This is an optimization exercise on Yosys and OpenROAD, whose aim is small area, not a production implementation.
Only simulation tests tie the RTL to the original design; equivalence was not proved.
In runs 4 to 7 the design's own scripts or RTL, not TritonCTS, make the clock network.
The clock input has no modelled driver; a real chip could not lean on it and would need a root buffer or a full tree.
Power and IR drop assume default switching activity.

$ cat flow/flow/run.sh
#!/bin/bash
# Own layout flow: the standard ORFS flow (standard.sh), with two changes:
#  - synthesis maps the logic with an area-oriented ABC script (flow/abc_area.script)
#    instead of ORFS's delay-oriented one; registers are unchanged
#  - clock tree synthesis does not insert dummy loads
# Each tool's output is in orfs/logs/...; make's output is in flow_make.log.
set -euo pipefail
W=$(pwd)
rm -rf "$W/scripts"
cp -r "$FLOW_HOME/scripts" "$W/scripts"
cp "$W/flow/abc_area.script" "$W/scripts/abc_speed.script"
export SCRIPTS_DIR="$W/scripts"
export CTS_ARGS="-sink_clustering_enable -repair_clock_nets -dont_use_dummy_load -buf_list sky130_fd_sc_hd__clkbuf_4 -sink_clustering_size 20"
bash "$W/standard.sh" > "$W/flow_make.log" 2>&1
$ cat flow/flow/abc_area.script
strash
balance
rewrite
refactor
balance
rewrite
rewrite -z
balance
refactor -z
rewrite -z
balance
&get -n
&st
&dch -f
&nf -R 1000
&put
topo
stime -c
$ cat flow/standard.sh
#!/bin/bash
# synth_recipe.tcl (not shown) runs the flow's synth.tcl, then flattens the netlist and writes it again
# the make line also repeats each setting of config.mk as NAME=value (left out here)
make -C /OpenROAD-flow-scripts/flow DESIGN_CONFIG=/design/flow/config.mk WORK_HOME=/design/flow/orfs CLKGATE_MAP_FILE= SYNTH_SCRIPT=/design/flow/synth_recipe.tcl "${@:-finish}"
$ cat flow/config.mk
export PLATFORM = sky130hd
export DESIGN_NAME = Vending_Machine
export DESIGN_NICKNAME = Vending_Machine
export VERILOG_FILES = /design/flow/design.v
export SDC_FILE = /design/flow/constraint.sdc
export NUM_CORES = 4
export LEC_CHECK = 0
export CAP_MARGIN = 20
export CORE_MARGIN = 2
export CORE_UTILIZATION = 80
export SLEW_MARGIN = 20
$ cat flow/constraint.sdc
create_clock -name core_clock -period 10.0 [get_ports {clk}]
set_input_delay 2.0000 -clock core_clock [delete_from_list [all_inputs] [get_ports {clk}]]
set_output_delay 2.0000 -clock core_clock [all_outputs]
set_load 0.01 [all_outputs]
$ cat flow/design.v
module Vending_Machine(input clk, input rst, input RxD, output [6:0] out, output [3:0] en, output indicator);
reg [3:0] j;
reg [4:0] m;
wire m24 = m[4] & m[3];
wire ph3 = j[3] ^ j[2];
wire ph1 = j[1] ^ j[0];
wire tk = ~j[3] & j[2] & m24;
wire evc = j[1] & ~j[0] & (m == 5'd1);
always @(posedge clk) begin
  if (rst) j <= 4'd0;
  else j <= {j[2:0], ~j[3]};
  if (rst | m24) m <= 5'd0;
  else m <= m + 5'd1;
end
reg [2:0] q;
reg sel;
wire tick1 = tk & q[2];
always @(posedge clk)
  if (rst) begin q <= 3'd2; sel <= 1'b0; end
  else if (tk) begin q <= q[2] ? 3'd0 : q + 3'd1; sel <= ~sel; end
reg r;
reg [5:0] p;
reg [9:1] S;
wire idle = p[5] & p[3];
wire sh = ph3 & ~idle & (p[1:0] == 2'b01);
always @(posedge clk) begin
  r <= RxD;
  if (rst) p <= 6'd40;
  else if (ph3) begin
    if (idle) begin if (~r) p <= 6'd0; end
    else p <= p + 6'd1;
  end
  if (rst) S <= 9'd0;
  else if (sh) S <= {RxD, S[9:2]};
end
localparam [39:0] KEYS = {8'd114, 8'd115, 8'd99, 8'd98, 8'd97};
wire [4:0] ev;
genvar g;
generate for (g = 0; g < 5; g = g + 1) begin : key
  localparam [7:0] K = KEYS[8*g +: 8];
  reg P, f;
  reg [11:0] u;
  reg mt;
  integer i;
  always @* begin
    mt = 1'b1;
    for (i = 1; i <= 8; i = i + 1) begin
      if (i == 1) begin
        if (K[0]) mt = mt & S[1] & u[3];
        else      mt = mt & (~S[1] | ~u[3]);
      end else begin
        if (K[i-1]) mt = mt & S[i] & (u[3] | (u[2:0] >= 9 - i));
        else        mt = mt & (~S[i] | ~(u[3] | (u[2:0] >= 9 - i)));
      end
    end
  end
  wire match = ~P & mt;
  wire inc = P ? ph1 : (sh & ~u[3]);
  wire [12:0] nx = {P, u} + {12'd0, inc};
  assign ev[g] = evc & P & ~f & u[8] & (u[6] | (u[5] & (u[4] | u[3])));
  always @(posedge clk) begin
    u <= match ? 12'd95 : nx[11:0];
    P <= ~rst & (match | nx[12]);
    f <= ~rst & ~(tk & ~P) & (f | ev[g]);
  end
end endgenerate
wire one = ev[0], five = ev[1], ten = ev[2], stop = ev[3], reset = ev[4];
reg [1:0] t, nt;
reg h, nh;
reg [2:0] l, nl;
reg [4:0] cnt;
wire any = one | five | ten | stop | reset;
wire l4 = l[2];
always @(posedge clk) begin
  if (rst | any) cnt <= 5'd0;
  else if (tick1) cnt <= cnt + 5'd1;
  if (rst | reset | (cnt == 5'd30)) begin t <= 2'd0; h <= 1'b0; l <= 3'd0; end
  else if (~t[1]) begin
    if (one) begin
      l <= l4 ? 3'd0 : l + 3'd1;
      if (l4) begin h <= ~h; if (h) t <= t + 2'd1; end
    end else if (five) begin
      h <= ~h; if (h) t <= t + 2'd1;
    end else if (ten) t <= t + 2'd1;
  end else if (stop) t <= 2'd0;
  if (rst) begin nt <= 2'd0; nh <= 1'b0; nl <= 3'd0; end
  else if (~reset) begin nh <= h; nl <= l; nt <= (t[1] & (h | (l != 3'd0))) ? 2'd0 : t; end
end
assign indicator = t[1];
function [6:0] seg7(input [3:0] d);
  case (d)
    4'd0: seg7 = 7'b0000001;
    4'd1: seg7 = 7'b1001111;
    4'd2: seg7 = 7'b0010010;
    4'd3: seg7 = 7'b0000110;
    4'd4: seg7 = 7'b1001100;
    4'd5: seg7 = 7'b0100100;
    4'd6: seg7 = 7'b0100000;
    4'd7: seg7 = 7'b0001111;
    4'd8: seg7 = 7'b0000000;
    default: seg7 = 7'b0000100;
  endcase
endfunction
wire nl34 = nl[2] | (nl[1] & nl[0]);
wire [3:0] d1 = {nh & nl34, nh ? ~nl34 : nl[2], nh ? nl[1] ^ nl[0] : nl[1], nh ^ nl[0]};
assign out = seg7(sel ? {2'b00, nt} : d1);
assign en = {2'b11, ~sel, sel};
endmodule
==> results.py, run 1 <==
metrics = {
    "critical_path": {
        "critPathKind": "reg -> out",
        "start_kind": "register",
        "crit_required_ps": 8000,
        "worstPathMaxFanout": 5,
        "rrSetupSlack_ps": 5940,
        "endpoint_kind": "output pin",
        "crit_arrival_ps": 2940,
    },
    "synthesis": {
        "yosysSeqAreaShare_pct": 46.3,
        "syn_area_um2": 5020,
        "yosysUniqueCellTypes": 38,
        "yosysTopAreaCell": "dfxtp_1",
        "synth-xor-area-share_pct": 3.32,
        "yosys-top-cells-count": "dfxtp_1 (116), a21oi_1 (65), nand2_1 (58), nor2_1 (57), o21ai_0 (36)",
        "synthMuxAreaShare_pct": 0.997,
        "synth_simple_gate_area_share_pct": 24.3,
        "async_reset_ff_share_pct": 0,
        "ys_warn_count": 1,
        "synthCells": 575,
        "synth_top_area_share_pct": 46.3,
        "synth_top_family_by_area": "simple AND/OR/NAND/NOR gates",
        "yosys_register_bits": 116,
        "yosysMostFrequentCell": "dfxtp_1",
        "synth_edf_count": 0,
        "synth_area_per_cell_um2": 8.73,
        "synth_compound_area_share_pct": 16.6,
        "synthFlopType": "dfxtp_1",
        "synthAdderAreaFrac_pct": 6.73,
        "synth.area.top_cells": "dfxtp_1 (46%), ha_1 (6.7%), a21oi_1 (6.5%)",
    },
    "route": {
        "totalWireLength_um": 11000,
        "drtAntennaViolNets": 0,
        "via_count": 4419,
        "drc": 0,
        "first_iter_violations": 371,
        "firstDrtPassIters": 5,
        "vias_per_cell": 6.51,
        "routedWlPerCell_um": 16.2,
    },
    "place": {
        "placedCellCount": 662,
        "place_area_um2": 5230,
        "hpwlAfterDp_um": 7640,
        "io_buffers": 12,
        "place_congestion": 0.826,
    },
    "cts": {
        "h-tree-depth": 4,
        "post_cts_resized": 0,
        "cts.clk_slew.worst_paths_ps": 80,
        "cts_made_buffers": 17,
        "cts_num_sinks": 116,
        "cts_tree": "yes",
        "post-cts-setup-buffers": 0,
        "clk_latency_ps": 500,
        "cts_buffer_depth": 2,
        "postCtsHoldBufs": 0,
        "cts_root_buffer": "clkbuf_4",
    },
    "final_layout": {
        "postLayoutCoreUtil_pct": 89.5,
        "diodes": 0,
        "drive_above_1_share_pct": 3.31,
        "fin_cells": 679,
        "nNetsFinal": 636,
        "finish.instance_area_um2": 5360,
        "area_growth_pct": 6.86,
    },
    "floorplan": {
        "coreArea_um2": 5990,
        "ios": 15,
        "die-height_um": 83.2,
        "dieArea_um2": 6920,
        "die_w_um": 83.2,
        "initial_utilization_pct": 83.8,
        "rows": 28,
    },
    "sta": {
        "fmax_ghz": 0.202,
        "period_share_pct": 49.4,
        "holdWs_ps": 438,
        "hold_viol_final": 0,
        "relSlewSlack_pct": 51.1,
        "finClkSkew_ps": 30.9,
        "tightestPinTransition_ps": 733,
        "finalSetupViolCount": 0,
        "rsz0062_at_grt": "no",
        "tns_ps": 0,
        "fin_crit_ps": 4940,
        "drv_slew": 0,
    },
    "global_route": {
        "grt_pass1_wl_um": 18900,
        "antenna_found_initial": 0,
        "grt_max_degree": 42,
        "track_usage_pct": 33.2,
        "grt_pass1_vias": 4361,
        "grt_overflow": 0,
    },
    "power_and_ir_drop": {
        "cellPowerDensity_nw_per_um2": 135,
        "ir_drop_mv": 0.132,
        "cellLeakagePower_nw": 2.13,
    },
    "job": {
        "cap_violations": 0,
    },
    "hold_path": {
        "min_path_type": "reg -> reg",
    },
    "status": {
        "status": "timing/DRC/antenna clean",
    },
}
-- worst paths after layout --
check | from | cells after the start | endpoint
setup reg to reg | j[3] | 16 | key[2].P
hold reg to reg | j[0] | 2 | j[1]
hold / removal | j[0] | 2 | j[1]
setup / recovery | nh | 8 | out[2]
-- final cells by class --
class	count	area (um2)
clock buffers	17	128
well taps	75	93.8
flip-flops and latches	116	2320
repair buffers	14	135
fillers	282	628
inverters	17	63.8
multi-input cells	440	2620
-- through the flow --
step	worst slack, ps	total power, mW
4_1_cts	5070	0.727
5_1_grt	4920	0.749
3_3_place_gp	5840	0.515
2_1_floorplan	6390	0.508
3_5_place_dp	5600	0.519
6_report	5060	0.726
-- report_power, final --
group,internal [mW],switching [mW]
registers,0.474,0.00938
logic,0.0117,0.0137
clock network,0.0775,0.139
-- metal layers --
layer	vias up	track usage (%)	wire length [um]
met5	-	0	0
met4	0	13.1	274
met3	37	7.65	559
met2	157	58.7	5550
met1	2096	38.8	4610
li1	2129	-	-
-- registers in the layout (all words and copies together) (netlist names), 4 cells and up --
register	flops
S	9
cnt	5
j	4
key.P	5
key.f	5
key.u	60
m	5
p	6
-- cells by family after synthesis --
logic type | count (synthesis)
buffers and inverters | 20
flip-flops | 116
other | 1
multiplexers | 5
AO/OA/AOI/OAI | 146
adder cells (fa/ha/maj) | 27
XOR/XNOR | 19
AND/OR/NAND/NOR | 241
-- placed cells by master (no fill, tap or decap), types with 3 or more instances in the layout --
| master | n |
|---|---|
| a311oi_1 | 5 |
| nand2_1 | 58 |
| nor2_1 | 57 |
| xor2_1 | 6 |
| o21a_1 | 3 |
| clkbuf_4 | 17 |
| and3_1 | 30 |
| nor3_1 | 28 |
| a211oi_1 | 6 |
| nand4b_1 | 4 |
| nand4_1 | 5 |
| xnor2_1 | 13 |
| or3_1 | 3 |
| mux2i_1 | 5 |
| and4_1 | 10 |
| clkdlybuf4s50_1 | 12 |
| nand3_1 | 11 |
| dfxtp_1 | 116 |
| a31oi_1 | 17 |
| a21o_1 | 4 |
| or2_0 | 3 |
| a21oi_1 | 65 |
| clkinv_1 | 17 |
| ha_1 | 27 |
| nor2b_1 | 7 |
| and2_0 | 8 |
| o21ai_0 | 35 |
| nand2b_1 | 11 |
-- worst max-delay path, stage by stage (launching register included) --
cell	delay, ps
dfxtp_1	430
xnor2_1	80
o21ai_0	440
clkinv_1	240
ha_1	260
o21ai_0	220
a21oi_1	70
a21oi_1	160
clkdlybuf4s50_1	550
==> run 2: changes to the inputs <==
==> flow/flow/run.sh (replaced) <==
#!/bin/bash
# Own layout flow: the standard ORFS flow (standard.sh) with these changes:
#  - synthesis leaves adders to ABC (no ADDER_MAP_FILE) and maps the logic with an
#    area-oriented ABC script (flow/abc_area.script) instead of ORFS's delay-oriented
#    one; the registers are the standard synthesis's
#  - ports are buffered with sky130_fd_sc_hd__buf_1
#  - clock tree synthesis uses clkbuf_4/clkbuf_8 and no dummy loads
# Each tool writes its own log under orfs/logs/; make's output is in flow_make.log.
set -euo pipefail
W=$(pwd)
rm -rf "$W/scripts"
cp -r "$FLOW_HOME/scripts" "$W/scripts"
cp "$W/flow/abc_area.script" "$W/scripts/abc_speed.script"
export CTS_ARGS="-sink_clustering_enable -repair_clock_nets -dont_use_dummy_load -buf_list {sky130_fd_sc_hd__clkbuf_4 sky130_fd_sc_hd__clkbuf_8} -sink_clustering_size 20"
export BUFFER_PORTS_ARGS="-buffer_cell sky130_fd_sc_hd__buf_1"
bash "$W/standard.sh" "SCRIPTS_DIR=$W/scripts" "ADDER_MAP_FILE=" finish > "$W/flow_make.log" 2>&1
--- a/flow/flow/abc_area.script
+++ b/flow/flow/abc_area.script
@@ -1,4 +1,8 @@
 strash
+&get -n
+&st
+&deepsyn -T 20
+&put
 balance
 rewrite
 refactor
--- a/flow/config.mk
+++ b/flow/config.mk
@@ -7,5 +7,6 @@
 export LEC_CHECK = 0
 export CAP_MARGIN = 20
 export CORE_MARGIN = 2
-export CORE_UTILIZATION = 80
+export CORE_UTILIZATION = 70
+export GPL_TIMING_DRIVEN = 0
 export SLEW_MARGIN = 20
==> run 2 against run 1 <==
Against the previous run: maximum frequency increased by 20%; routed wire length decreased by 25%; highest routed layer unchanged; power grew 8.7%; worst setup slack gained 830 ps; flip-flop and latch count did not move; non-clock buffer count increased by 1.
==> results.py, run 2 <==
metrics = {
    "status": {
        "status": "timing/DRC/antenna clean",
    },
    "global_route": {
        "track_usage_pct": 24.9,
        "grt_max_degree": 27,
        "antenna_found_initial": 0,
        "grt_overflow": 0,
        "grt_pass1_vias": 3214,
        "grt_pass1_wl_um": 14100,
    },
    "power_and_ir_drop": {
        "ir_drop_mv": 0.154,
        "cellLeakagePower_nw": 1.96,
        "cellPowerDensity_nw_per_um2": 162,
    },
    "synthesis": {
        "synth_simple_gate_area_share_pct": 23.8,
        "synth.area.top_cells": "dfxtp_1 (52%), nor2_1 (5.5%), a21oi_1 (5.2%)",
        "yosysTopAreaCell": "dfxtp_1",
        "yosysMostFrequentCell": "dfxtp_1",
        "synth_edf_count": 0,
        "synth_top_area_share_pct": 51.8,
        "yosysSeqAreaShare_pct": 51.8,
        "synthCells": 505,
        "yosys-top-cells-count": "dfxtp_1 (116), nor2_1 (66), a21oi_1 (47), nand2_1 (42), o21ai_0 (28)",
        "synth-xor-area-share_pct": 3.32,
        "synth_compound_area_share_pct": 18.7,
        "synth_area_per_cell_um2": 8.87,
        "yosys_register_bits": 116,
        "ys_warn_count": 1,
        "synthMuxAreaShare_pct": 0.223,
        "syn_area_um2": 4480,
        "synthFlopType": "dfxtp_1",
        "synth_top_family_by_area": "simple AND/OR/NAND/NOR gates",
        "synthAdderAreaFrac_pct": 0,
        "yosysUniqueCellTypes": 39,
        "async_reset_ff_share_pct": 0,
    },
    "route": {
        "maxUsedRoutingLayer": "met4",
        "wl_met3_um": 283,
        "wirelength_met1_um": 4010,
        "first_iter_violations": 139,
        "wl_met2_um": 3870,
        "via_count": 3575,
        "drtAntennaViolNets": 0,
        "drc": 0,
        "routedWlPerCell_um": 13.5,
        "vias_per_cell": 5.84,
        "firstDrtPassIters": 4,
        "totalWireLength_um": 8290,
    },
    "sta": {
        "period_share_pct": 41.1,
        "fin_crit_ps": 4110,
        "timing.final.ws_setup_ps": 5890,
        "hold_viol_final": 0,
        "relSlewSlack_pct": 32.2,
        "finalSetupViolCount": 0,
        "finClkSkew_ps": 20.5,
        "tightestPinTransition_ps": 1010,
        "rsz0062_at_grt": "no",
        "fmax_ghz": 0.243,
        "drv_slew": 0,
        "tns_ps": 0,
    },
    "critical_path": {
        "max_stage_delay_ps": 450,
        "crit_family": "compound AO/OA/AOI/OAI gates",
        "crit_path_cell_trace": "clkinv_1, o21ai_0, nand2b_1, a21oi_1, o21bai_1, nor3_1, buf_1",
        "reg2reg_depth": 14,
        "crit_required_ps": 8000,
        "endpoint_kind": "output pin",
        "worstPathMaxFanout": 7,
        "cp.depth": 7,
        "rrSetupSlack_ps": 6380,
        "critPathKind": "reg -> out",
        "start_kind": "register",
        "crit_buf_inv": 2,
        "crit_arrival_ps": 2110,
        "r2r_end": "key[1].P",
        "slowest_stage": "dfxtp_1",
        "r2r_start": "j[3]",
    },
    "hold_path": {
        "hold_end": "nt[1]",
        "hold_start": "nt[1]",
        "min_path_type": "reg -> reg",
        "min_delay_path_depth": 2,
    },
    "final_layout": {
        "layout_commonest_cell": "dfxtp_1",
        "final_cell_mix": "dfxtp_1 (116), nor2_1 (66), a21oi_1 (47)",
        "diodes": 0,
        "max_flop_register": "key.u",
        "nNetsFinal": 540,
        "area_growth_pct": 8.49,
        "drive_above_1_share_pct": 3.93,
        "fillerInstances": 463,
        "reg_top3": "key.u: 60 flops, S: 9 flops, p: 6 flops",
        "largest_reg_flops": 60,
    },
    "cts": {
        "cts.clk_slew.worst_paths_ps": 50,
        "post_cts_resized": 0,
        "postCtsHoldBufs": 0,
        "post-cts-setup-buffers": 0,
        "cts_made_buffers": 17,
        "cts_tree": "yes",
        "clk_latency_ps": 410,
        "cts_buffer_depth": 2,
        "cts_num_sinks": 116,
        "cts_root_buffer": "clkbuf_8",
        "h-tree-depth": 4,
    },
    "place": {
        "hpwlAfterDp_um": 5830,
        "io_buffers": 12,
        "place_congestion": 0.876,
        "dp_slack_ps": 6340,
    },
    "floorplan": {
        "dieArea_um2": 7060,
        "initial_utilization_pct": 71.4,
        "coreArea_um2": 6280,
        "die_w_um": 84.0,
        "die-height_um": 84.0,
        "ios": 15,
        "rows": 29,
    },
    "job": {
        "cap_violations": 0,
    },
}
## run 2: cell types whose count changed in the layout (fill, tap and decap cells not counted), sizes merged, moves of 10 or more
| cell | previous run | this run |
|---|---|---|
| a21oi | 65 | 47 |
| a22o | 0 | 14 |
| a31oi | 17 | 7 |
| and2 | 8 | 19 |
| and3 | 30 | 16 |
| buf | 2 | 15 |
| clkdlybuf4s50 | 12 | 0 |
| ha | 27 | 0 |
| nand2 | 58 | 42 |
## run 2: layout make-up
class | instances | area (um2) | area share (%)
Sequential cell | 116 | 2320 | 47.8
Multi-Input combinational cell | 369 | 2070 | 42.6
Clock buffer | 17 | 234 | 4.81
Tap cell | 77 | 96.3 | 1.98
Inverter | 18 | 67.6 | 1.39
Timing Repair Buffer | 12 | 46.3 | 0.952
Buffer | 3 | 22.5 | 0.463
## run 2: worst max-delay path by stage
| stage | from | slack (ps) | endpoint |
|---|---|---|---|
| 2_1_floorplan | sel | 6370 | out[5] |
| 3_3_place_gp | rst | 5870 | S[7] |
| 3_5_place_dp | sel | 6340 | out[5] |
| 4_1_cts | sel | 5890 | out[5] |
| 5_1_grt | sel | 5750 | out[5] |
| 6_report | sel | 5890 | out[5] |
## run 2: kinds of logic after synthesis
kind of cell              Yosys count
xor gates and xnor gates           17
and+or+nand+nor                   215
other                               1
muxes                               1
DFF                               116
buffers and inverters              21
AOI/OAI and AO/OA                 134
## run 2: report_power, final
group / leakage (nW) / switching [mW] / internal (mW)
Clock: 0.122 / 0.145 / 0.149
Sequential: 0.939 / 0.00625 / 0.471
Combinational: 0.895 / 0.0110 / 0.00772
Total: 1.96 / 0.162 / 0.627
## run 2: per-layer routing
metal	vias up	track usage, %
met3	13	8.21
met1	1652	32.3
li1	1854	-
met2	56	38.4
met5	-	0
met4	0	10.1
## run 2: stage by stage
| stage | std cells | hold slack (ps) | cell area (um2) | total power, mW | util, % |
|---|---|---|---|---|---|
| after global routing | 612 | 468 | 4860 | 0.818 | 77.4 |
| after floorplan | 506 | 423 | 4480 | 0.498 | - |
| final | 612 | 451 | 4860 | 0.789 | 77.4 |
| after detailed placement | 595 | 441 | 4630 | 0.505 | 73.7 |
| after global placement | 595 | 439 | 4630 | 0.504 | 73.7 |
| after CTS | 612 | 450 | 4860 | 0.794 | 77.4 |
## run 2: worst register-to-register path: stages (launching register included)
cell and delay, ps:
dfxtp_1 390, xnor2_1 140, a21oi_1 170, and2_0 270, nand2b_1 250, o31ai_1 450, and3_1 310, and3_1 210
and2_0 290, and4_1 310, and3_1 220, and2_0 220, nand2_1 80, a21oi_1 140, nor2_1 50
==> run 3: changes to the inputs <==
==> flow/flow/run.sh (replaced) <==
#!/bin/bash
# Own layout flow: the standard ORFS flow (standard.sh) with these changes:
#  - synthesis leaves adders to ABC (no ADDER_MAP_FILE) and maps the logic with an
#    area-oriented ABC script (flow/abc_area.script) instead of ORFS's delay-oriented
#    one; the registers are the standard synthesis's
#  - ports are buffered with sky130_fd_sc_hd__buf_1
#  - clock tree synthesis uses clkbuf_4 and no dummy loads
# Each tool writes its own log under orfs/logs/; make's output is in flow_make.log.
set -euo pipefail
W=$(pwd)
rm -rf "$W/scripts"
cp -r "$FLOW_HOME/scripts" "$W/scripts"
cp "$W/flow/abc_area.script" "$W/scripts/abc_speed.script"
export CTS_ARGS="-sink_clustering_enable -repair_clock_nets -dont_use_dummy_load -buf_list sky130_fd_sc_hd__clkbuf_4"
export BUFFER_PORTS_ARGS="-buffer_cell sky130_fd_sc_hd__buf_1"
bash "$W/standard.sh" "SCRIPTS_DIR=$W/scripts" "ADDER_MAP_FILE=" finish > "$W/flow_make.log" 2>&1
==> run 3 against run 2 <==
Against the previous run: maximum frequency shrank 2.4%; worst setup slack got worse by 100 ps; design area shrank 2.2%; global-route usage is 0.11 points lower; non-clock buffer count did not move; power decreased by 10%; flip-flop and latch count did not move; routed wire length grew 0.17%; area after synthesis unchanged; sequential power about the same; critical path type unchanged; largest cell class unchanged; largest power group unchanged.
==> results.py, run 3 <==
metrics = {
    "synthesis": {
        "yosys_register_bits": 116,
        "synth_edf_count": 0,
        "synth_area_per_cell_um2": 8.87,
        "synth_top_area_share_pct": 51.8,
        "synth_top_family_by_area": "simple AND/OR/NAND/NOR gates",
        "synthMuxAreaShare_pct": 0.223,
        "yosysSeqAreaShare_pct": 51.8,
        "syn_area_um2": 4480,
        "synthAdderAreaFrac_pct": 0,
        "ys_warn_count": 1,
        "async_reset_ff_share_pct": 0,
        "synth_simple_gate_area_share_pct": 23.8,
        "yosys-top-cells-count": "dfxtp_1 (116), nor2_1 (66), a21oi_1 (47), nand2_1 (42), o21ai_0 (28)",
        "synth-xor-area-share_pct": 3.32,
        "yosysTopAreaCell": "dfxtp_1",
        "synth_compound_area_share_pct": 18.7,
        "yosysUniqueCellTypes": 39,
        "yosysMostFrequentCell": "dfxtp_1",
        "synthCells": 505,
        "synth.area.top_cells": "dfxtp_1 (52%), nor2_1 (5.5%), a21oi_1 (5.2%)",
        "synthFlopType": "dfxtp_1",
    },
    "job": {
        "cap_violations": 0,
    },
    "power_and_ir_drop": {
        "p_sw_mw": 0.152,
        "p_seq_share_pct": 67.3,
        "cellLeakagePower_nw": 1.91,
        "p_sw_share_pct": 21.5,
        "ir_drop_mv": 0.122,
        "cellPowerDensity_nw_per_um2": 149,
        "power_mw": 0.706,
        "pwr-share-clk_pct": 30.0,
        "p_int_mw": 0.555,
        "combPwrFrac_pct": 2.7,
    },
    "place": {
        "hpwlAfterDp_um": 5830,
        "place_area_um2": 4630,
        "placedCellCount": 595,
        "dp_slack_ps": 6340,
        "io_buffers": 12,
        "place_congestion": 0.876,
    },
    "global_route": {
        "grt_max_degree": 27,
        "track_usage_pct": 24.8,
        "grt_overflow": 0,
        "grt_pass1_vias": 3207,
        "antenna_found_initial": 0,
        "grt_pass1_wl_um": 14000,
    },
    "critical_path": {
        "rrSetupSlack_ps": 6370,
        "reg2reg_depth": 14,
        "r2r_end": "key[1].P",
        "crit_arrival_ps": 2210,
        "worstPathMaxFanout": 6,
        "start_kind": "register",
        "r2r_start": "j[3]",
        "endpoint_kind": "output pin",
        "critPathKind": "reg -> out",
        "crit_required_ps": 8000,
    },
    "hold_path": {
        "hold_start": "q[0]",
        "hold_end": "q[1]",
        "min_path_type": "reg -> reg",
        "min_delay_path_depth": 2,
    },
    "sta": {
        "period_share_pct": 42.1,
        "relSlewSlack_pct": 34.0,
        "drv_slew": 0,
        "tns_ps": 0,
        "fin_crit_ps": 4210,
        "rsz0062_at_grt": "no",
        "fmax_ghz": 0.238,
        "hold_viol_final": 0,
        "timing.final.ws_setup_ps": 5790,
        "finClkSkew_ps": 31.6,
        "finalSetupViolCount": 0,
        "tightestPinTransition_ps": 981,
        "holdWs_ps": 458,
    },
    "final_layout": {
        "final_cell_mix": "dfxtp_1 (116), nor2_1 (66), a21oi_1 (47)",
        "layout_commonest_cell": "dfxtp_1",
        "fin_cells": 612,
        "postLayoutCoreUtil_pct": 75.7,
        "max_flop_register": "key.u",
        "finish.instance_area_um2": 4750,
        "drive_above_1_share_pct": 3.93,
        "nNetsFinal": 540,
        "largest_reg_flops": 60,
        "fillerInstances": 479,
        "area_growth_pct": 6.12,
        "diodes": 0,
        "reg_top3": "key.u: 60 flops, S: 9 flops, p: 6 flops",
    },
    "status": {
        "status": "timing/DRC/antenna clean",
    },
    "cts": {
        "post-cts-setup-buffers": 0,
        "h-tree-depth": 4,
        "cts_made_buffers": 17,
        "clk_latency_ps": 490,
        "cts.clk_slew.worst_paths_ps": 90,
        "cts_buffer_depth": 2,
        "cts_num_sinks": 116,
        "cts_root_buffer": "clkbuf_4",
        "post_cts_resized": 0,
        "cts_tree": "yes",
        "postCtsHoldBufs": 0,
    },
    "floorplan": {
        "rows": 29,
        "ios": 15,
        "die_w_um": 84.0,
        "coreArea_um2": 6280,
        "initial_utilization_pct": 71.4,
        "dieArea_um2": 7060,
        "die-height_um": 84.0,
    },
    "route": {
        "routedWlPerCell_um": 13.6,
        "via_count": 3592,
        "totalWireLength_um": 8300,
        "vias_per_cell": 5.87,
        "first_iter_violations": 161,
        "drtAntennaViolNets": 0,
        "drc": 0,
        "firstDrtPassIters": 4,
    },
}
## run 3: power groups by stage
stage,Combinational [mW],Sequential [mW],Clock [mW]
6_report,0.0188,0.476,0.212
5_1_grt,0.0209,0.477,0.238
4_1_cts,0.0190,0.476,0.218
3_5_place_dp,0.0187,0.486,0
3_3_place_gp,0.0179,0.486,0
2_1_floorplan,0.0135,0.485,0
## run 3: worst max-delay path by stage
stage	from	slack, ps	cells past startpoint	endpoint
after global routing	sel	5660	7	out[5]
after detailed placement	sel	6340	7	out[5]
after floorplan	sel	6370	6	out[5]
after CTS	sel	5800	7	out[5]
final	nh	5790	6	out[5]
after global placement	rst	5870	4	S[7]
## run 3: cells by family after synthesis
family                    after synthesis
xor gates and xnor gates               17
and+or+nand+nor                       215
DFF                                   116
other                                   1
AOI/OAI and AO/OA                     134
buffers and inverters                  21
muxes                                   1
## run 3: routing by layer
layer | track usage (%) | vias up | wire length [um]
met1 | 31.9 | 1635 | 3990
met2 | 38.7 | 81 | 3800
met3 | 8.70 | 18 | 370
met4 | 8.94 | 0 | 144
met5 | 0 | - | 0
li1 | - | 1858 | -
## run 3: area by class of cell
class                      count  area (um2)  area share [%]
sequential                   116        2320            48.8
buffer                         3        22.5           0.474
timing repair buffer          12        46.3           0.974
inverter                      18        67.6            1.42
clock buffer                  17         128            2.68
tap                           77        96.3            2.03
multi-input combinational    369        2070            43.6
## run 3: worst max-delay path, cell delays in order, from the launching register on
cell	delay, ps
dfxtp_1	370
o21ai_0	560
nand2b_1	190
a21oi_1	70
o21bai_1	180
nor3_1	190
buf_1	170
==> run 4: changes to the inputs <==
==> flow/flow/run.sh (replaced) <==
#!/bin/bash
# Own layout flow: the standard ORFS flow (standard.sh) with these changes:
#  - synthesis leaves adders to ABC (no ADDER_MAP_FILE) and maps the logic with an
#    area-oriented ABC script (flow/abc_area.script) instead of ORFS's delay-oriented
#    one; the registers are the standard synthesis's
#  - ports are buffered with sky130_fd_sc_hd__buf_1
#  - the clock tree is built by flow/manual_cts.tcl (a root inverter and five
#    leaf inverters, one per region of flip-flops) in place of clock_tree_synthesis;
#    the rest of the CTS step (legalisation, timing repair) is ORFS's
# Each tool writes its own log under orfs/logs/; make's output is in flow_make.log.
set -euo pipefail
W=$(pwd)
rm -rf "$W/scripts"
cp -r "$FLOW_HOME/scripts" "$W/scripts"
cp "$W/flow/abc_area.script" "$W/scripts/abc_speed.script"
cp "$W/flow/manual_cts.tcl" "$W/scripts/manual_cts.tcl"
sed -i 's|^log_cmd clock_tree_synthesis {\*}\$cts_args$|source $::env(SCRIPTS_DIR)/manual_cts.tcl|' "$W/scripts/cts.tcl"
grep -q manual_cts.tcl "$W/scripts/cts.tcl"
export MCTS_CLK=clk MCTS_NLEAF=5 MCTS_LEAF=sky130_fd_sc_hd__inv_8 MCTS_ROOT=sky130_fd_sc_hd__inv_12
export BUFFER_PORTS_ARGS="-buffer_cell sky130_fd_sc_hd__buf_1"
bash "$W/standard.sh" "SCRIPTS_DIR=$W/scripts" "ADDER_MAP_FILE=" finish > "$W/flow_make.log" 2>&1
==> flow/flow/manual_cts.tcl (new file) <==
# Clock tree for a small design, in place of clock_tree_synthesis: the clock
# port drives one root inverter, which drives MCTS_NLEAF leaf inverters, each
# driving the flip-flops of one region (two inversions, so every flip-flop sees
# the clock's own polarity). The regions split the sinks into groups of equal
# size by recursive bisection along the longer side.
set nleaf $::env(MCTS_NLEAF)
set leafcell $::env(MCTS_LEAF)
set rootcell $::env(MCTS_ROOT)
set block [ord::get_db_block]
set db [ord::get_db]
set clknet [$block findNet $::env(MCTS_CLK)]
$clknet setSigType CLOCK
set sinks {}
foreach it [$clknet getITerms] {
  set inst [$it getInst]
  set bb [$inst getBBox]
  lappend sinks [list [expr { ([$bb xMin] + [$bb xMax]) / 2 }] [expr { ([$bb yMin] + [$bb yMax]) / 2 }] $it]
}
puts "manual cts: [llength $sinks] sinks, root $rootcell, $nleaf leaves of $leafcell"
proc bisect { items parts } {
  if { $parts <= 1 } { return [list $items] }
  set xs {}; set ys {}
  foreach s $items { lappend xs [lindex $s 0]; lappend ys [lindex $s 1] }
  set xs [lsort -integer $xs]; set ys [lsort -integer $ys]
  set idx [expr { ([lindex $xs end] - [lindex $xs 0]) >= ([lindex $ys end] - [lindex $ys 0]) ? 0 : 1 }]
  set items [lsort -integer -index $idx $items]
  set p1 [expr { $parts / 2 }]
  set p2 [expr { $parts - $p1 }]
  set n1 [expr { ([llength $items] * $p1) / $parts }]
  return [concat [bisect [lrange $items 0 [expr { $n1 - 1 }]] $p1] [bisect [lrange $items $n1 end] $p2]]
}
set groups [bisect $sinks $nleaf]
proc place_at { inst x y } {
  $inst setLocation $x $y
  $inst setPlacementStatus PLACED
}
# root
set rinst [odb::dbInst_create $block [$db findMaster $rootcell] "clkinv_root"]
set rnet [odb::dbNet_create $block "clknet_root"]
$rnet setSigType CLOCK
[$rinst findITerm A] connect $clknet
[$rinst findITerm Y] connect $rnet
set lmaster [$db findMaster $leafcell]
set i 0
set ax 0; set ay 0
foreach g $groups {
  set sx 0; set sy 0
  foreach s $g { incr sx [lindex $s 0]; incr sy [lindex $s 1] }
  set cx [expr { $sx / [llength $g] }]
  set cy [expr { $sy / [llength $g] }]
  set inst [odb::dbInst_create $block $lmaster "clkinv_leaf_$i"]
  set net [odb::dbNet_create $block "clknet_leaf_$i"]
  $net setSigType CLOCK
  foreach s $g {
    set it [lindex $s 2]
    $it disconnect
    $it connect $net
  }
  [$inst findITerm A] connect $rnet
  [$inst findITerm Y] connect $net
  place_at $inst $cx $cy
  incr ax $cx; incr ay $cy
  puts "manual cts: clkinv_leaf_$i at ($cx, $cy) drives [llength $g] sinks"
  incr i
}
place_at $rinst [expr { $ax / $nleaf }] [expr { $ay / $nleaf }]
set_propagated_clock [all_clocks]
==> run 4 against run 3 <==
Against the previous run: critical path type unchanged; maximum frequency grew 8.3%; design area shrank 1.2%; register-to-register slack is essentially flat; worst setup slack gained 320 ps; largest power group unchanged.
==> results.py, run 4 <==
metrics = {
    "global_route": {
        "grt_overflow": 0,
        "grt_max_degree": 27,
        "antenna_found_initial": 0,
        "track_usage_pct": 22.3,
        "grt_pass1_wl_um": 13700,
        "grt_pass1_vias": 3077,
    },
    "sta": {
        "drv_slew": 0,
        "tns_ps": 0,
        "rsz0062_at_grt": "no",
        "period_share_pct": 38.9,
        "fin_crit_ps": 3890,
        "finClkSkew_ps": 13.9,
        "tightestPinTransition_ps": 995,
        "hold_viol_final": 0,
        "finalSetupViolCount": 0,
        "fmax_ghz": 0.257,
        "relSlewSlack_pct": 33.1,
        "timing.final.ws_setup_ps": 6110,
        "holdWs_ps": 458,
    },
    "final_layout": {
        "largest_reg_flops": 60,
        "final_cell_mix": "dfxtp_1 (116), nor2_1 (66), a21oi_1 (47)",
        "fin_cells": 601,
        "nNetsFinal": 529,
        "drive_above_1_share_pct": 1.91,
        "fillerInstances": 482,
        "max_flop_register": "key.u",
        "layout_commonest_cell": "dfxtp_1",
        "area_growth_pct": 4.89,
        "diodes": 0,
        "reg_top3": "key.u: 60 flops, S: 9 flops, p: 6 flops",
    },
    "floorplan": {
        "coreArea_um2": 6280,
        "ios": 15,
        "initial_utilization_pct": 71.4,
        "die-height_um": 84.0,
        "dieArea_um2": 7060,
        "rows": 29,
        "die_w_um": 84.0,
    },
    "route": {
        "drc": 0,
        "routedWlPerCell_um": 13.4,
        "vias_per_cell": 5.89,
        "totalWireLength_um": 8080,
        "first_iter_violations": 121,
        "firstDrtPassIters": 4,
        "via_count": 3540,
        "drtAntennaViolNets": 0,
    },
    "hold_path": {
        "min_path_type": "reg -> reg",
        "min_delay_path_depth": 2,
    },
    "job": {
        "cap_violations": 0,
    },
    "power_and_ir_drop": {
        "cellLeakagePower_nw": 1.87,
        "ir_drop_mv": 0.139,
        "cellPowerDensity_nw_per_um2": 142,
    },
    "synthesis": {
        "ys_warn_count": 1,
        "synthFlopType": "dfxtp_1",
        "synth.area.top_cells": "dfxtp_1 (52%), nor2_1 (5.5%), a21oi_1 (5.2%)",
        "synth_area_per_cell_um2": 8.87,
        "yosysMostFrequentCell": "dfxtp_1",
        "yosys_register_bits": 116,
        "yosysTopAreaCell": "dfxtp_1",
        "yosysUniqueCellTypes": 39,
        "synth_top_area_share_pct": 51.8,
        "synthCells": 505,
        "synth_edf_count": 0,
        "syn_area_um2": 4480,
        "yosys-top-cells-count": "dfxtp_1 (116), nor2_1 (66), a21oi_1 (47), nand2_1 (42), o21ai_0 (28)",
        "yosysSeqAreaShare_pct": 51.8,
        "async_reset_ff_share_pct": 0,
    },
    "critical_path": {
        "worstPathMaxFanout": 6,
        "critPathKind": "reg -> out",
        "crit_arrival_ps": 1890,
        "start_kind": "register",
        "crit_required_ps": 8000,
        "endpoint_kind": "output pin",
        "reg2reg_depth": 14,
    },
    "cts": {
        "post_cts_resized": 0,
        "clk_latency_ps": 160,
        "postCtsHoldBufs": 0,
        "cts.clk_slew.worst_paths_ps": 120,
        "post-cts-setup-buffers": 0,
    },
    "place": {
        "hpwlAfterDp_um": 5830,
        "io_buffers": 12,
        "place_congestion": 0.876,
        "dp_slack_ps": 6340,
        "placedCellCount": 595,
    },
    "status": {
        "status": "timing/DRC/antenna clean",
    },
}
==> run 4: cell counts after synthesis <==
Identical to the previous run, type by type.
==> run 4: metal layers <==
metal	part of all wire (%)	wire length (um)	vias up	GRT usage [%]
met4	1.5	120	0	4.84
met3	3.4	278	11	1.88
met1	50	4000	1633	32.3
met2	46	3680	53	36.8
li1	-	-	1843	-
met5	0	0	-	0
==> run 4: report_power, final <==
group          internal (mW)  total, mW  switching [mW]
combinational        0.00773     0.0188          0.0111
sequential             0.470      0.476         0.00608
clock                 0.0257      0.173           0.147
==> run 4: worst max-delay path: stages, from the launching register on <==
cell and delay, ps:
dfxtp_1 380, o21ai_0 540, nand2b_1 190, a21oi_1 70
o21bai_1 180, nor3_1 180, buf_1 170
==> run 4: worst paths after layout <==
check	slack [ps]	endpoint	from
setup reg to reg	6380	key[1].P	j[3]
setup / recovery	6110	out[5]	nh
hold / removal	460	nt[1]	nt[1]
hold reg to reg	460	nt[1]	nt[1]
==> run 4: kinds of logic after synthesis <==
kind of cell	share of synthesized area, %
flops	51.8
compound gates	18.7
buf+inv	2.01
mux	0.223
simple gates	23.8
xor+xnor	3.32
other cells	0.0837
==> run 4: cell type report <==
class	instances	area [um2]	share of cell area, %
buffer	3	22.5	0.479
inverter	24	140	2.98
multi-input combinational	369	2070	44.1
sequential	116	2320	49.4
tap	77	96.3	2.05
timing repair buffer	12	46.3	0.985
==> run 4: per-stage QoR <==
stage / util [%] / area, um2 / total power, mW
6_report: 74.9 / 4700 / 0.667
5_1_grt: 74.9 / 4700 / 0.691
4_1_cts: 74.9 / 4700 / 0.674
3_5_place_dp: 73.7 / 4630 / 0.505
3_3_place_gp: 73.7 / 4630 / 0.504
2_1_floorplan: - / 4480 / 0.498
==> run 5: changes to the inputs <==
--- a/flow/flow/run.sh
+++ b/flow/flow/run.sh
@@ -4,7 +4,7 @@
 #    area-oriented ABC script (flow/abc_area.script) instead of ORFS's delay-oriented
 #    one; the registers are the standard synthesis's
 #  - ports are buffered with sky130_fd_sc_hd__buf_1
-#  - the clock tree is built by flow/manual_cts.tcl (a root inverter and five
+#  - the clock tree is built by flow/manual_cts.tcl (a root inverter and six
 #    leaf inverters, one per region of flip-flops) in place of clock_tree_synthesis;
 #    the rest of the CTS step (legalisation, timing repair) is ORFS's
 # Each tool writes its own log under orfs/logs/; make's output is in flow_make.log.
@@ -16,6 +16,6 @@
 cp "$W/flow/manual_cts.tcl" "$W/scripts/manual_cts.tcl"
 sed -i 's|^log_cmd clock_tree_synthesis {\*}\$cts_args$|source $::env(SCRIPTS_DIR)/manual_cts.tcl|' "$W/scripts/cts.tcl"
 grep -q manual_cts.tcl "$W/scripts/cts.tcl"
-export MCTS_CLK=clk MCTS_NLEAF=5 MCTS_LEAF=sky130_fd_sc_hd__inv_8 MCTS_ROOT=sky130_fd_sc_hd__inv_12
+export MCTS_CLK=clk MCTS_NLEAF=6 MCTS_LEAF=sky130_fd_sc_hd__inv_8 MCTS_ROOT=sky130_fd_sc_hd__inv_12
 export BUFFER_PORTS_ARGS="-buffer_cell sky130_fd_sc_hd__buf_1"
 bash "$W/standard.sh" "SCRIPTS_DIR=$W/scripts" "ADDER_MAP_FILE=" finish > "$W/flow_make.log" 2>&1
==> run 5 against run 4 <==
Against the previous run: routed wire length about the same; sequential share of layout area decreased by 0.12 points; die area unchanged; via count fell by 0.99%; combinational power about the same; critical path type unchanged; synthesized cell count is the same; clock skew shrank 0.59 ps; flip-flop and latch count unchanged; critical path depth unchanged; core utilization up 0.18 points.
==> results.py, run 5 <==
metrics = {
    "sta": {
        "fmax_ghz": 0.257,
        "relSlewSlack_pct": 33.1,
        "tns_ps": 0,
        "hold_viol_final": 0,
        "finClkSkew_ps": 13.3,
        "rsz0062_at_grt": "no",
        "timing.final.ws_setup_ps": 6120,
        "tightestPinTransition_ps": 994,
        "drv_slew": 0,
        "fin_crit_ps": 3880,
        "finalSetupViolCount": 0,
        "period_share_pct": 38.8,
    },
    "floorplan": {
        "dieArea_um2": 7060,
        "rows": 29,
        "ios": 15,
        "initial_utilization_pct": 71.4,
        "die-height_um": 84.0,
        "die_w_um": 84.0,
        "coreArea_um2": 6280,
    },
    "route": {
        "first_iter_violations": 87,
        "drtAntennaViolNets": 0,
        "routedWlPerCell_um": 13.4,
        "drc": 0,
        "totalWireLength_um": 8070,
        "vias_per_cell": 5.82,
        "firstDrtPassIters": 4,
        "via_count": 3505,
    },
    "synthesis": {
        "synthCells": 505,
        "yosys-top-cells-count": "dfxtp_1 (116), nor2_1 (66), a21oi_1 (47), nand2_1 (42), o21ai_0 (28)",
        "synth.area.top_cells": "dfxtp_1 (52%), nor2_1 (5.5%), a21oi_1 (5.2%)",
        "synth_area_per_cell_um2": 8.87,
        "async_reset_ff_share_pct": 0,
        "yosysTopAreaCell": "dfxtp_1",
        "synth_top_area_share_pct": 51.8,
        "synthFlopType": "dfxtp_1",
        "synth_edf_count": 0,
        "yosysUniqueCellTypes": 39,
        "syn_area_um2": 4480,
        "yosysMostFrequentCell": "dfxtp_1",
        "ys_warn_count": 1,
        "yosysSeqAreaShare_pct": 51.8,
        "yosys_register_bits": 116,
    },
    "critical_path": {
        "crit_arrival_ps": 1880,
        "r2r_start": "j[3]",
        "crit_required_ps": 8000,
        "reg2reg_depth": 15,
        "endpoint_kind": "output pin",
        "r2r_end": "key[2].P",
        "rrSetupSlack_ps": 6380,
        "max_stage_delay_ps": 560,
        "crit_start": "nh",
        "start_kind": "register",
        "critPathCapture": "out[5]",
        "slowest_stage": "o21ai_0",
        "critPathKind": "reg -> out",
        "worstPathMaxFanout": 6,
        "crit_path_cell_trace": "o21ai_0, nand2b_1, a21oi_1, o21bai_1, nor3_1, buf_1",
    },
    "power_and_ir_drop": {
        "cellPowerDensity_nw_per_um2": 144,
        "power_mw": 0.677,
        "cellLeakagePower_nw": 1.88,
        "ir_drop_mv": 0.125,
    },
    "cts": {
        "postCtsHoldBufs": 0,
        "post-cts-setup-buffers": 0,
        "post_cts_resized": 0,
        "cts.clk_slew.worst_paths_ps": 90,
        "clk_latency_ps": 160,
    },
    "final_layout": {
        "max_flop_register": "key.u",
        "fillerInstances": 480,
        "reg_top3": "key.u: 60 flops, S: 9 flops, p: 6 flops",
        "area_growth_pct": 5.14,
        "regArea_um2": 2320,
        "multi_input_area_um2": 2070,
        "nNetsFinal": 530,
        "layout_commonest_cell": "dfxtp_1",
        "final_cell_mix": "dfxtp_1 (116), nor2_1 (66), a21oi_1 (47)",
        "largest_reg_flops": 60,
        "diodes": 0,
        "drive_above_1_share_pct": 2.10,
    },
    "place": {
        "dp_slack_ps": 6340,
        "hpwlAfterDp_um": 5830,
        "place_congestion": 0.876,
        "io_buffers": 12,
    },
    "hold_path": {
        "min_path_type": "reg -> reg",
    },
    "global_route": {
        "grt_max_degree": 27,
        "track_usage_pct": 22.4,
        "grt_pass1_wl_um": 13700,
        "grt_pass1_vias": 3106,
        "grt_overflow": 0,
        "antenna_found_initial": 0,
    },
    "status": {
        "status": "timing/DRC/antenna clean",
    },
    "job": {
        "cap_violations": 0,
    },
}
run 5: cell counts after synthesis:
No cell type changed its count.
run 5: kinds of logic after synthesis:
group                     count (synthesis)  synth area share (%)
and+or+nand+nor                         215                  23.8
AOI/OAI and AO/OA                       134                  18.7
DFF                                     116                  51.8
buffers and inverters                    21                  2.01
xor gates and xnor gates                 17                  3.32
muxes                                     1                 0.223
other                                     1                0.0837
run 5: report_power, final:
part	total [mW]	switching (mW)	internal, mW	leakage, nW
sequential	0.475	0.00603	0.469	0.939
clock	0.183	0.154	0.0286	0.0436
combinational	0.0188	0.0110	0.00773	0.895
run 5: worst min path at each step:
stage	from	endpoint	depth (start not counted)
after floorplan	nt[0]	nt[0]	2
after global placement	nt[1]	nt[1]	2
after detailed placement	nt[1]	nt[1]	2
after CTS	nt[1]	nt[1]	2
after global routing	key[3].u[6]	key[3].u[6]	2
final	key[3].u[6]	key[3].u[6]	2
run 5: critical path, delay by kind of cell, from the launching register on:
kind,cells,cell delay [ps]
flip-flops,1,370
AO/OA/AOI/OAI,3,810
AND/OR/NAND/NOR,2,380
buffers and inverters,1,170
run 5: metal layers:
| layer | vias to the layer above | wire, um | GRT usage [%] |
|---|---|---|---|
| met4 | 0 | 127 | 4.40 |
| met1 | 1625 | 4000 | 31.8 |
| met3 | 9 | 240 | 1.78 |
| met5 | - | 0 | 0 |
| li1 | 1832 | - | - |
| met2 | 39 | 3700 | 37.9 |
run 5: area by class of cell:
cell class | instances | area share, %
Buffer | 3 | 0.478
Tap cell | 77 | 2.05
Timing Repair Buffer | 12 | 0.983
Multi-Input combinational cell | 369 | 44.0
Sequential cell | 116 | 49.3
Inverter | 25 | 3.21
run 5: stage by stage:
stage               util (%)  instances  instance area, um2  hold slack [ps]
floorplan                  -        506                4480              423
finish                  75.0        602                4710              457
detailed placement      73.7        595                4630              441
global route            75.0        602                4710              472
CTS                     75.0        602                4710              457
global placement        73.7        595                4630              439
==> run 6: changes to the inputs <==
--- a/flow/design.v
+++ b/flow/design.v
@@ -1,16 +1,16 @@
 module Vending_Machine(input clk, input rst, input RxD, output [6:0] out, output [3:0] en, output indicator);
 reg [3:0] j;
 reg [4:0] m;
-wire m24 = m[4] & m[3];
+wire m24 = (m == 5'd29);
 wire ph3 = j[3] ^ j[2];
 wire ph1 = j[1] ^ j[0];
 wire tk = ~j[3] & j[2] & m24;
-wire evc = j[1] & ~j[0] & (m == 5'd1);
+wire evc = j[1] & ~j[0] & (m == 5'd2);
 always @(posedge clk) begin
   if (rst) j <= 4'd0;
   else j <= {j[2:0], ~j[3]};
-  if (rst | m24) m <= 5'd0;
-  else m <= m + 5'd1;
+  if (rst | m24) m <= 5'd1;
+  else m <= {m[3:0], m[4] ^ m[2]};
 end
 reg [2:0] q;
 reg sel;
--- a/flow/flow/run.sh
+++ b/flow/flow/run.sh
@@ -3,7 +3,8 @@
 #  - synthesis leaves adders to ABC (no ADDER_MAP_FILE) and maps the logic with an
 #    area-oriented ABC script (flow/abc_area.script) instead of ORFS's delay-oriented
 #    one; the registers are the standard synthesis's
-#  - ports are buffered with sky130_fd_sc_hd__buf_1
+#  - ports, and wires that pass straight to a port, are buffered with
+#    sky130_fd_sc_hd__buf_1
 #  - the clock tree is built by flow/manual_cts.tcl (a root inverter and six
 #    leaf inverters, one per region of flip-flops) in place of clock_tree_synthesis;
 #    the rest of the CTS step (legalisation, timing repair) is ORFS's
@@ -18,4 +19,4 @@
 grep -q manual_cts.tcl "$W/scripts/cts.tcl"
 export MCTS_CLK=clk MCTS_NLEAF=6 MCTS_LEAF=sky130_fd_sc_hd__inv_8 MCTS_ROOT=sky130_fd_sc_hd__inv_12
 export BUFFER_PORTS_ARGS="-buffer_cell sky130_fd_sc_hd__buf_1"
-bash "$W/standard.sh" "SCRIPTS_DIR=$W/scripts" "ADDER_MAP_FILE=" finish > "$W/flow_make.log" 2>&1
+bash "$W/standard.sh" "SCRIPTS_DIR=$W/scripts" "ADDER_MAP_FILE=" "MIN_BUF_CELL_AND_PORTS=sky130_fd_sc_hd__buf_1 A X" finish > "$W/flow_make.log" 2>&1
==> flow/flow/abc_area.script (replaced) <==
strash
&get -n
&st
&deepsyn -T 20
&put
&get -n
&st
&dch
&nf -R 1000
&put
&get -n
&st
&dch
&nf -R 1000
&put
&get -n
&st
&dch
&nf -R 1000
&put
topo
stime -c
==> run 6 against run 5 <==
Against the previous run: sequential share of layout area rose by 0.91 points; cell count down 3.2%; global-route usage grew 0.27 points; die area fell by 2.1%; combinational power shrank 13%; worst hold slack lost 2.3 ps; largest power group unchanged; clock power about the same; synthesized cell count shrank 3.6%; area after synthesis shrank 2.2%; worst setup slack lost 220 ps; power fell by 0.93%; critical path depth rose by 3.
==> results.py, run 6 <==
metrics = {
    "status": {
        "status": "timing/DRC/antenna clean",
    },
    "floorplan": {
        "coreArea_um2": 5990,
        "ios": 15,
        "dieArea_um2": 6910,
        "rows": 28,
        "die-height_um": 83.1,
        "die_w_um": 83.1,
        "initial_utilization_pct": 73.1,
    },
    "synthesis": {
        "synthFlopType": "dfxtp_1",
        "yosys-top-cells-count": "dfxtp_1 (116), nor2_1 (52), a21oi_1 (46), nand2_1 (45), o21ai_0 (41)",
        "synthCells": 487,
        "synth.area.top_cells": "dfxtp_1 (53%), a21oi_1 (5.3%), o21ai_0 (4.7%)",
        "yosysMostFrequentCell": "dfxtp_1",
        "yosysTopAreaCell": "dfxtp_1",
        "synth_edf_count": 0,
        "syn_area_um2": 4380,
        "synth_top_area_share_pct": 53.0,
        "async_reset_ff_share_pct": 0,
        "synth_area_per_cell_um2": 8.99,
        "ys_warn_count": 1,
        "yosysUniqueCellTypes": 42,
        "yosysSeqAreaShare_pct": 53.0,
        "yosys_register_bits": 116,
    },
    "global_route": {
        "grt_overflow": 0,
        "antenna_found_initial": 0,
        "grt_pass1_vias": 3126,
        "track_usage_pct": 22.7,
        "grt_pass1_wl_um": 13700,
        "grt_max_degree": 29,
    },
    "route": {
        "via_count": 3483,
        "vias_per_cell": 5.97,
        "firstDrtPassIters": 5,
        "routedWlPerCell_um": 13.7,
        "totalWireLength_um": 7990,
        "drtAntennaViolNets": 0,
        "drc": 0,
        "first_iter_violations": 149,
    },
    "sta": {
        "fin_crit_ps": 4110,
        "finalSetupViolCount": 0,
        "fmax_ghz": 0.243,
        "tightestPinTransition_ps": 900,
        "finClkSkew_ps": 7.59,
        "holdWs_ps": 455,
        "period_share_pct": 41.1,
        "drv_slew": 0,
        "tns_ps": 0,
        "hold_viol_final": 0,
        "relSlewSlack_pct": 39.5,
        "rsz0062_at_grt": "no",
    },
    "hold_path": {
        "min_path_type": "reg -> reg",
    },
    "critical_path": {
        "crit_arrival_ps": 4200,
        "crit_buf_inv": 2,
        "max_stage_delay_ps": 460,
        "start_kind": "input pin",
        "worstPathMaxFanout": 28,
        "crit_family": "simple AND/OR/NAND/NOR gates",
        "crit_required_ps": 10100,
        "rrSetupSlack_ps": 6490,
        "critPathKind": "in -> reg",
        "crit_path_cell_trace": "buf_2, a2111oi_2, buf_2, nor2_1, o21ai_0, nor4_1, nor2b_1, nor2_1, a21oi_1",
        "slowest_stage": "buf_2",
        "endpoint_kind": "register",
    },
    "cts": {
        "post-cts-setup-buffers": 0,
        "post_cts_resized": 0,
        "clk_latency_ps": 160,
        "postCtsHoldBufs": 0,
        "cts.clk_slew.worst_paths_ps": 90,
    },
    "final_layout": {
        "nNetsFinal": 513,
        "reg_top3": "key.u: 60 flops, S: 9 flops, p: 6 flops",
        "postLayoutCoreUtil_pct": 77.2,
        "diodes": 0,
        "largest_reg_flops": 60,
        "final_cell_mix": "dfxtp_1 (116), nor2_1 (52), a21oi_1 (46)",
        "layout_commonest_cell": "dfxtp_1",
        "finish.instance_area_um2": 4630,
        "fin_cells": 583,
        "area_growth_pct": 5.60,
        "max_flop_register": "key.u",
        "drive_above_1_share_pct": 2.17,
    },
    "place": {
        "placedCellCount": 576,
        "place_area_um2": 4540,
        "io_buffers": 12,
        "place_congestion": 0.877,
        "hpwlAfterDp_um": 5660,
    },
    "power_and_ir_drop": {
        "pwr-share-clk_pct": 26.8,
        "p_sw_mw": 0.167,
        "p_seq_share_pct": 70.8,
        "cellPowerDensity_nw_per_um2": 145,
        "p_int_mw": 0.504,
        "cellLeakagePower_nw": 1.88,
        "combPwrFrac_pct": 2.4,
        "ir_drop_mv": 0.117,
        "p_sw_share_pct": 24.9,
    },
    "job": {
        "cap_violations": 0,
    },
}
[run 6: path summary, 6_finish.rpt]
check / depth (start not counted) / end / startpoint
max: 9 / l[1] / rst
min: 2 / nt[0] / nt[0]
max reg2reg: 13 / key[0].P / j[2]
min reg2reg: 2 / nt[0] / nt[0]
[run 6: power by group through the flow]
stage / clock (mW) / combinational, mW / sequential, mW
floorplan: 0 / 0.0110 / 0.484
global placement: 0 / 0.0150 / 0.485
detailed placement: 0 / 0.0158 / 0.485
CTS: 0.186 / 0.0162 / 0.474
global route: 0.204 / 0.0183 / 0.476
finish: 0.180 / 0.0164 / 0.475
[run 6: through the flow]
step	worst slack, ps	power, mW
after floorplan	5820	0.495
after global placement	4360	0.500
after detailed placement	5720	0.501
after CTS	5910	0.676
after global routing	5590	0.698
final	5890	0.670
[run 6: cells by family after synthesis]
family                    Yosys count  synth area share [%]
and+or+nand+nor                   200                  22.5
AOI/OAI and AO/OA                 136                  18.7
DFF                               116                  53.0
xor gates and xnor gates           21                  4.20
buffers and inverters              11                 0.943
muxes                               2                 0.486
other                               1                0.0856
[run 6: area by class of cell]
cell class / instances / area (um2)
Timing Repair Buffer: 13 / 51.3
Inverter: 15 / 114
Tap cell: 75 / 93.8
Sequential cell: 116 / 2320
Fill cell: 447 / 1370
Buffer: 3 / 11.3
Multi-Input combinational cell: 361 / 2030
[run 6: routing by layer]
| layer | GRT usage (%) | vias up | part of all wire [%] |
|---|---|---|---|
| met5 | 0 | - | 0 |
| met4 | 3.28 | 0 | 1.2 |
| met3 | 2.49 | 11 | 5.0 |
| met2 | 38.9 | 80 | 47 |
| met1 | 31.8 | 1599 | 47 |
| li1 | - | 1793 | - |
[run 6: worst register-to-register path, cell delays in order (launching register included)]
cell	delay (ps)
dfxtp_1	410
xnor2_1	130
a21oi_1	180
and2_0	230
nand2b_1	250
o31ai_1	390
and2_0	300
and3_1	290
nand2_1	120
nor2_1	260
and3_1	280
and3_1	250
and3_1	220
nor3_1	70
==> run 7: changes to the inputs <==
--- a/flow/design.v
+++ b/flow/design.v
@@ -6,6 +6,7 @@
 wire ph1 = j[1] ^ j[0];
 wire tk = ~j[3] & j[2] & m24;
 wire evc = j[1] & ~j[0] & (m == 5'd2);
+wire evc1 = j[2] & ~j[1] & (m == 5'd4);
 always @(posedge clk) begin
   if (rst) j <= 4'd0;
   else j <= {j[2:0], ~j[3]};
@@ -34,7 +35,7 @@
   else if (sh) S <= {RxD, S[9:2]};
 end
 localparam [39:0] KEYS = {8'd114, 8'd115, 8'd99, 8'd98, 8'd97};
-wire [4:0] ev;
+wire [4:0] ev, ev0;
 genvar g;
 generate for (g = 0; g < 5; g = g + 1) begin : key
   localparam [7:0] K = KEYS[8*g +: 8];
@@ -57,7 +58,8 @@
   wire match = ~P & mt;
   wire inc = P ? ph1 : (sh & ~u[3]);
   wire [12:0] nx = {P, u} + {12'd0, inc};
-  assign ev[g] = evc & P & ~f & u[8] & (u[6] | (u[5] & (u[4] | u[3])));
+  assign ev[g] = evc1 & P & ~f & u[8] & (u[6] | (u[5] & (u[4] | (u[3] & (u[2] | u[1] | u[0])))));
+  assign ev0[g] = evc & P & ~f & u[8] & (u[6] | (u[5] & (u[4] | u[3])));
   always @(posedge clk) begin
     u <= match ? 12'd95 : nx[11:0];
     P <= ~rst & (match | nx[12]);
@@ -65,28 +67,40 @@
   end
 end endgenerate
 wire one = ev[0], five = ev[1], ten = ev[2], stop = ev[3], reset = ev[4];
-reg [1:0] t, nt;
-reg h, nh;
-reg [2:0] l, nl;
+reg [1:0] t;
+reg h;
+reg [2:0] l;
 reg [4:0] cnt;
+reg tmo_d;
 wire any = one | five | ten | stop | reset;
 wire l4 = l[2];
 always @(posedge clk) begin
   if (rst | any) cnt <= 5'd0;
   else if (tick1) cnt <= cnt + 5'd1;
-  if (rst | reset | (cnt == 5'd30)) begin t <= 2'd0; h <= 1'b0; l <= 3'd0; end
+  tmo_d <= (cnt == 5'd30);
+end
+reg [1:0] st;
+reg sh5;
+reg [2:0] sl;
+always @* begin
+  st = t; sh5 = h; sl = l;
+  if (tmo_d | reset) begin st = 2'd0; sh5 = 1'b0; sl = 3'd0; end
   else if (~t[1]) begin
     if (one) begin
-      l <= l4 ? 3'd0 : l + 3'd1;
-      if (l4) begin h <= ~h; if (h) t <= t + 2'd1; end
+      sl = l4 ? 3'd0 : l + 3'd1;
+      if (l4) begin sh5 = ~h; if (h) st = t + 2'd1; end
     end else if (five) begin
-      h <= ~h; if (h) t <= t + 2'd1;
-    end else if (ten) t <= t + 2'd1;
-  end else if (stop) t <= 2'd0;
-  if (rst) begin nt <= 2'd0; nh <= 1'b0; nl <= 3'd0; end
-  else if (~reset) begin nh <= h; nl <= l; nt <= (t[1] & (h | (l != 3'd0))) ? 2'd0 : t; end
+      sh5 = ~h; if (h) st = t + 2'd1;
+    end else if (ten) st = t + 2'd1;
+  end else if (stop) st = 2'd0;
 end
-assign indicator = t[1];
+always @(posedge clk)
+  if (rst) begin t <= 2'd0; h <= 1'b0; l <= 3'd0; end
+  else if (~ev0[4]) begin t <= st; h <= sh5; l <= sl; end
+assign indicator = st[1];
+wire [1:0] nt = (t[1] & (h | (l != 3'd0))) ? 2'd0 : t;
+wire nh = h;
+wire [2:0] nl = l;
 function [6:0] seg7(input [3:0] d);
   case (d)
     4'd0: seg7 = 7'b0000001;
==> run 7 against run 6 <==
Against the previous run: maximum frequency is 21% lower; clock power hardly changed; register-to-register slack worse by 90 ps; worst hold slack better by 4.0 ps; core utilization is 0.70 points lower; sequential power is 4% lower.
==> results.py, run 7 <==
metrics = {
    "status": {
        "status": "timing/DRC/antenna clean",
    },
    "cts": {
        "post-cts-setup-buffers": 0,
        "clk_latency_ps": 160,
        "post_cts_resized": 0,
        "postCtsHoldBufs": 0,
        "cts.clk_slew.worst_paths_ps": 90,
    },
    "power_and_ir_drop": {
        "combPwrFrac_pct": 3.6,
        "p_sw_mw": 0.170,
        "p_seq_share_pct": 69.4,
        "p_sw_share_pct": 25.9,
        "cellPowerDensity_nw_per_um2": 144,
        "pwr-share-clk_pct": 27.0,
        "cellLeakagePower_nw": 1.81,
        "p_int_mw": 0.488,
        "ir_drop_mv": 0.109,
    },
    "sta": {
        "rsz0062_at_grt": "no",
        "fin_crit_ps": 5180,
        "finalSetupViolCount": 0,
        "tightestPinTransition_ps": 881,
        "period_share_pct": 51.8,
        "tns_ps": 0,
        "drv_slew": 0,
        "hold_viol_final": 0,
        "relSlewSlack_pct": 40.8,
        "holdWs_ps": 459,
        "finClkSkew_ps": 9.94,
        "fmax_ghz": 0.193,
    },
    "floorplan": {
        "dieArea_um2": 6830,
        "rows": 28,
        "initial_utilization_pct": 72.7,
        "die-height_um": 82.6,
        "coreArea_um2": 5960,
        "ios": 15,
        "die_w_um": 82.6,
    },
    "global_route": {
        "grt_pass1_wl_um": 13400,
        "grt_max_degree": 30,
        "grt_pass1_vias": 3110,
        "grt_overflow": 0,
        "antenna_found_initial": 0,
        "track_usage_pct": 24.0,
    },
    "place": {
        "place_area_um2": 4470,
        "hpwlAfterDp_um": 5760,
        "io_buffers": 12,
        "place_congestion": 0.824,
    },
    "synthesis": {
        "synth_area_per_cell_um2": 8.78,
        "synthFlopType": "dfxtp_1",
        "async_reset_ff_share_pct": 0,
        "synthAdderAreaFrac_pct": 0,
        "yosysSeqAreaShare_pct": 51.3,
        "synth.area.top_cells": "dfxtp_1 (51%), a21oi_1 (5.5%), nand2_1 (4.7%)",
        "synth_top_family_by_area": "simple AND/OR/NAND/NOR gates",
        "syn_area_um2": 4330,
        "synth-xor-area-share_pct": 3.44,
        "synth_edf_count": 0,
        "synthMuxAreaShare_pct": 0.520,
        "yosysTopAreaCell": "dfxtp_1",
        "yosysUniqueCellTypes": 42,
        "synth_simple_gate_area_share_pct": 25.4,
        "yosys_register_bits": 111,
        "ys_warn_count": 1,
        "synth_top_area_share_pct": 51.3,
        "synthCells": 493,
        "synth_compound_area_share_pct": 18.4,
        "yosysMostFrequentCell": "dfxtp_1",
        "yosys-top-cells-count": "dfxtp_1 (111), nand2_1 (54), nor2_1 (51), a21oi_1 (48), o21ai_0 (36)",
    },
    "final_layout": {
        "drive_above_1_share_pct": 1.56,
        "nNetsFinal": 518,
        "largest_reg_flops": 60,
        "final_cell_mix": "dfxtp_1 (111), nand2_1 (54), nor2_1 (51)",
        "reg_top3": "key.u: 60 flops, S: 9 flops, p: 6 flops",
        "fillerInstances": 455,
        "finish.instance_area_um2": 4560,
        "max_flop_register": "key.u",
        "layout_commonest_cell": "dfxtp_1",
        "area_growth_pct": 5.26,
        "diodes": 0,
    },
    "route": {
        "first_iter_violations": 166,
        "drtAntennaViolNets": 0,
        "drc": 0,
        "totalWireLength_um": 7990,
        "routedWlPerCell_um": 13.6,
        "via_count": 3504,
        "firstDrtPassIters": 4,
        "vias_per_cell": 5.96,
    },
    "critical_path": {
        "crit_path_cell_trace": "nor3_1, nand3_1, nor3_1, o2111ai_1, o22ai_1, mux2_1, nand3_1, mux2_1, nor3_1, buf_1",
        "endpoint_kind": "output pin",
        "crit_required_ps": 8000,
        "worstPathMaxFanout": 5,
        "cp_common_cell": "nor3_1",
        "critPathKind": "reg -> out",
        "max_stage_delay_ps": 690,
        "start_kind": "register",
        "crit_arrival_ps": 3180,
        "slowest_stage": "nor3_1",
    },
    "job": {
        "cap_violations": 0,
    },
    "hold_path": {
        "min_path_type": "reg -> reg",
    },
}
## run 7: cell types whose count changed in the layout (fill, tap and decap cells not counted), sizes merged, moves of 3 or more
cell   change
a21o       -3
a22o       -3
a31oi      -3
dfxtp      -5
nand2      +9
nor3       +5
o21ai      -5
o22ai      +3
o31a       +3
o31ai      +3
or3        +6
## run 7: area by class of cell
cell class	instances	area (um2)	share of cell area, %
Timing Repair Buffer	12	46.3	1.02
Sequential cell	111	2220	48.8
Multi-Input combinational cell	373	2070	45.5
Inverter	14	110	2.42
Buffer	3	11.3	0.247
Tap cell	75	93.8	2.06
## run 7: critical path, delay by kind of cell, from the launching register on
| kind | cells | cell delay, ps |
|---|---|---|
| AOI/OAI and AO/OA | 2 | 670 |
| muxes | 2 | 510 |
| buffers and inverters | 1 | 180 |
| DFF | 1 | 350 |
| and+or+nand+nor | 5 | 1310 |
## run 7: cell families (layout without fill, tap and decap cells)
logic type             count (synthesis)  count (layout)
flip-flops                           111             111
AND/OR/NAND/NOR                      220             220
XOR/XNOR                              17              17
buffers and inverters                 10              29
multiplexers                           2               2
AO/OA/AOI/OAI                        132             132
other                                  1               2
## run 7: metrics by stage
step | cells | power, mW | setup WS [ps] | utilization (%)
after floorplan | 494 | 0.482 | 5800 | -
after global placement | 581 | 0.489 | 5040 | 75.1
after global routing | 588 | 0.682 | 4550 | 76.5
final | 588 | 0.658 | 4820 | 76.5
after CTS | 588 | 0.664 | 4800 | 76.5
after detailed placement | 581 | 0.491 | 5030 | 75.1
## run 7: final timing paths
path,startpoint,endpoint,slack [ps],cells past startpoint
max,j[1],indicator,4820,10
min,key[3].u[6],key[3].u[6],460,2
max reg2reg,j[2],key[2].P,6400,14
min reg2reg,key[3].u[6],key[3].u[6],460,2
## run 7: per-layer routing
layer  vias to the layer above  share of wire, %  wire (um)  GRT usage, %
met5                         -                 0          0             0
met4                         0              0.75         60          2.13
met3                         5               4.4        351          2.07
met2                        58                47       3720          44.0
met1                      1635                48       3860          32.0
li1                       1806                 -          -             -
## run 7: power by group through the flow
stage,logic (mW),registers [mW],clock network [mW]
3_5_place_dp,0.0237,0.467,0
6_report,0.0235,0.457,0.178
2_1_floorplan,0.0172,0.465,0
5_1_grt,0.0273,0.458,0.197
3_3_place_gp,0.0227,0.467,0
4_1_cts,0.0237,0.457,0.183

Re-timed with assumed drivers on the ports (clkbuf_16 on the clock, buf_2 on other inputs), run 7 has 4.768 ns of setup slack against 4.823 ns with ideal ports, and 4.973 ns once port delays also move by the mid clock arrival of 0.205 ns.
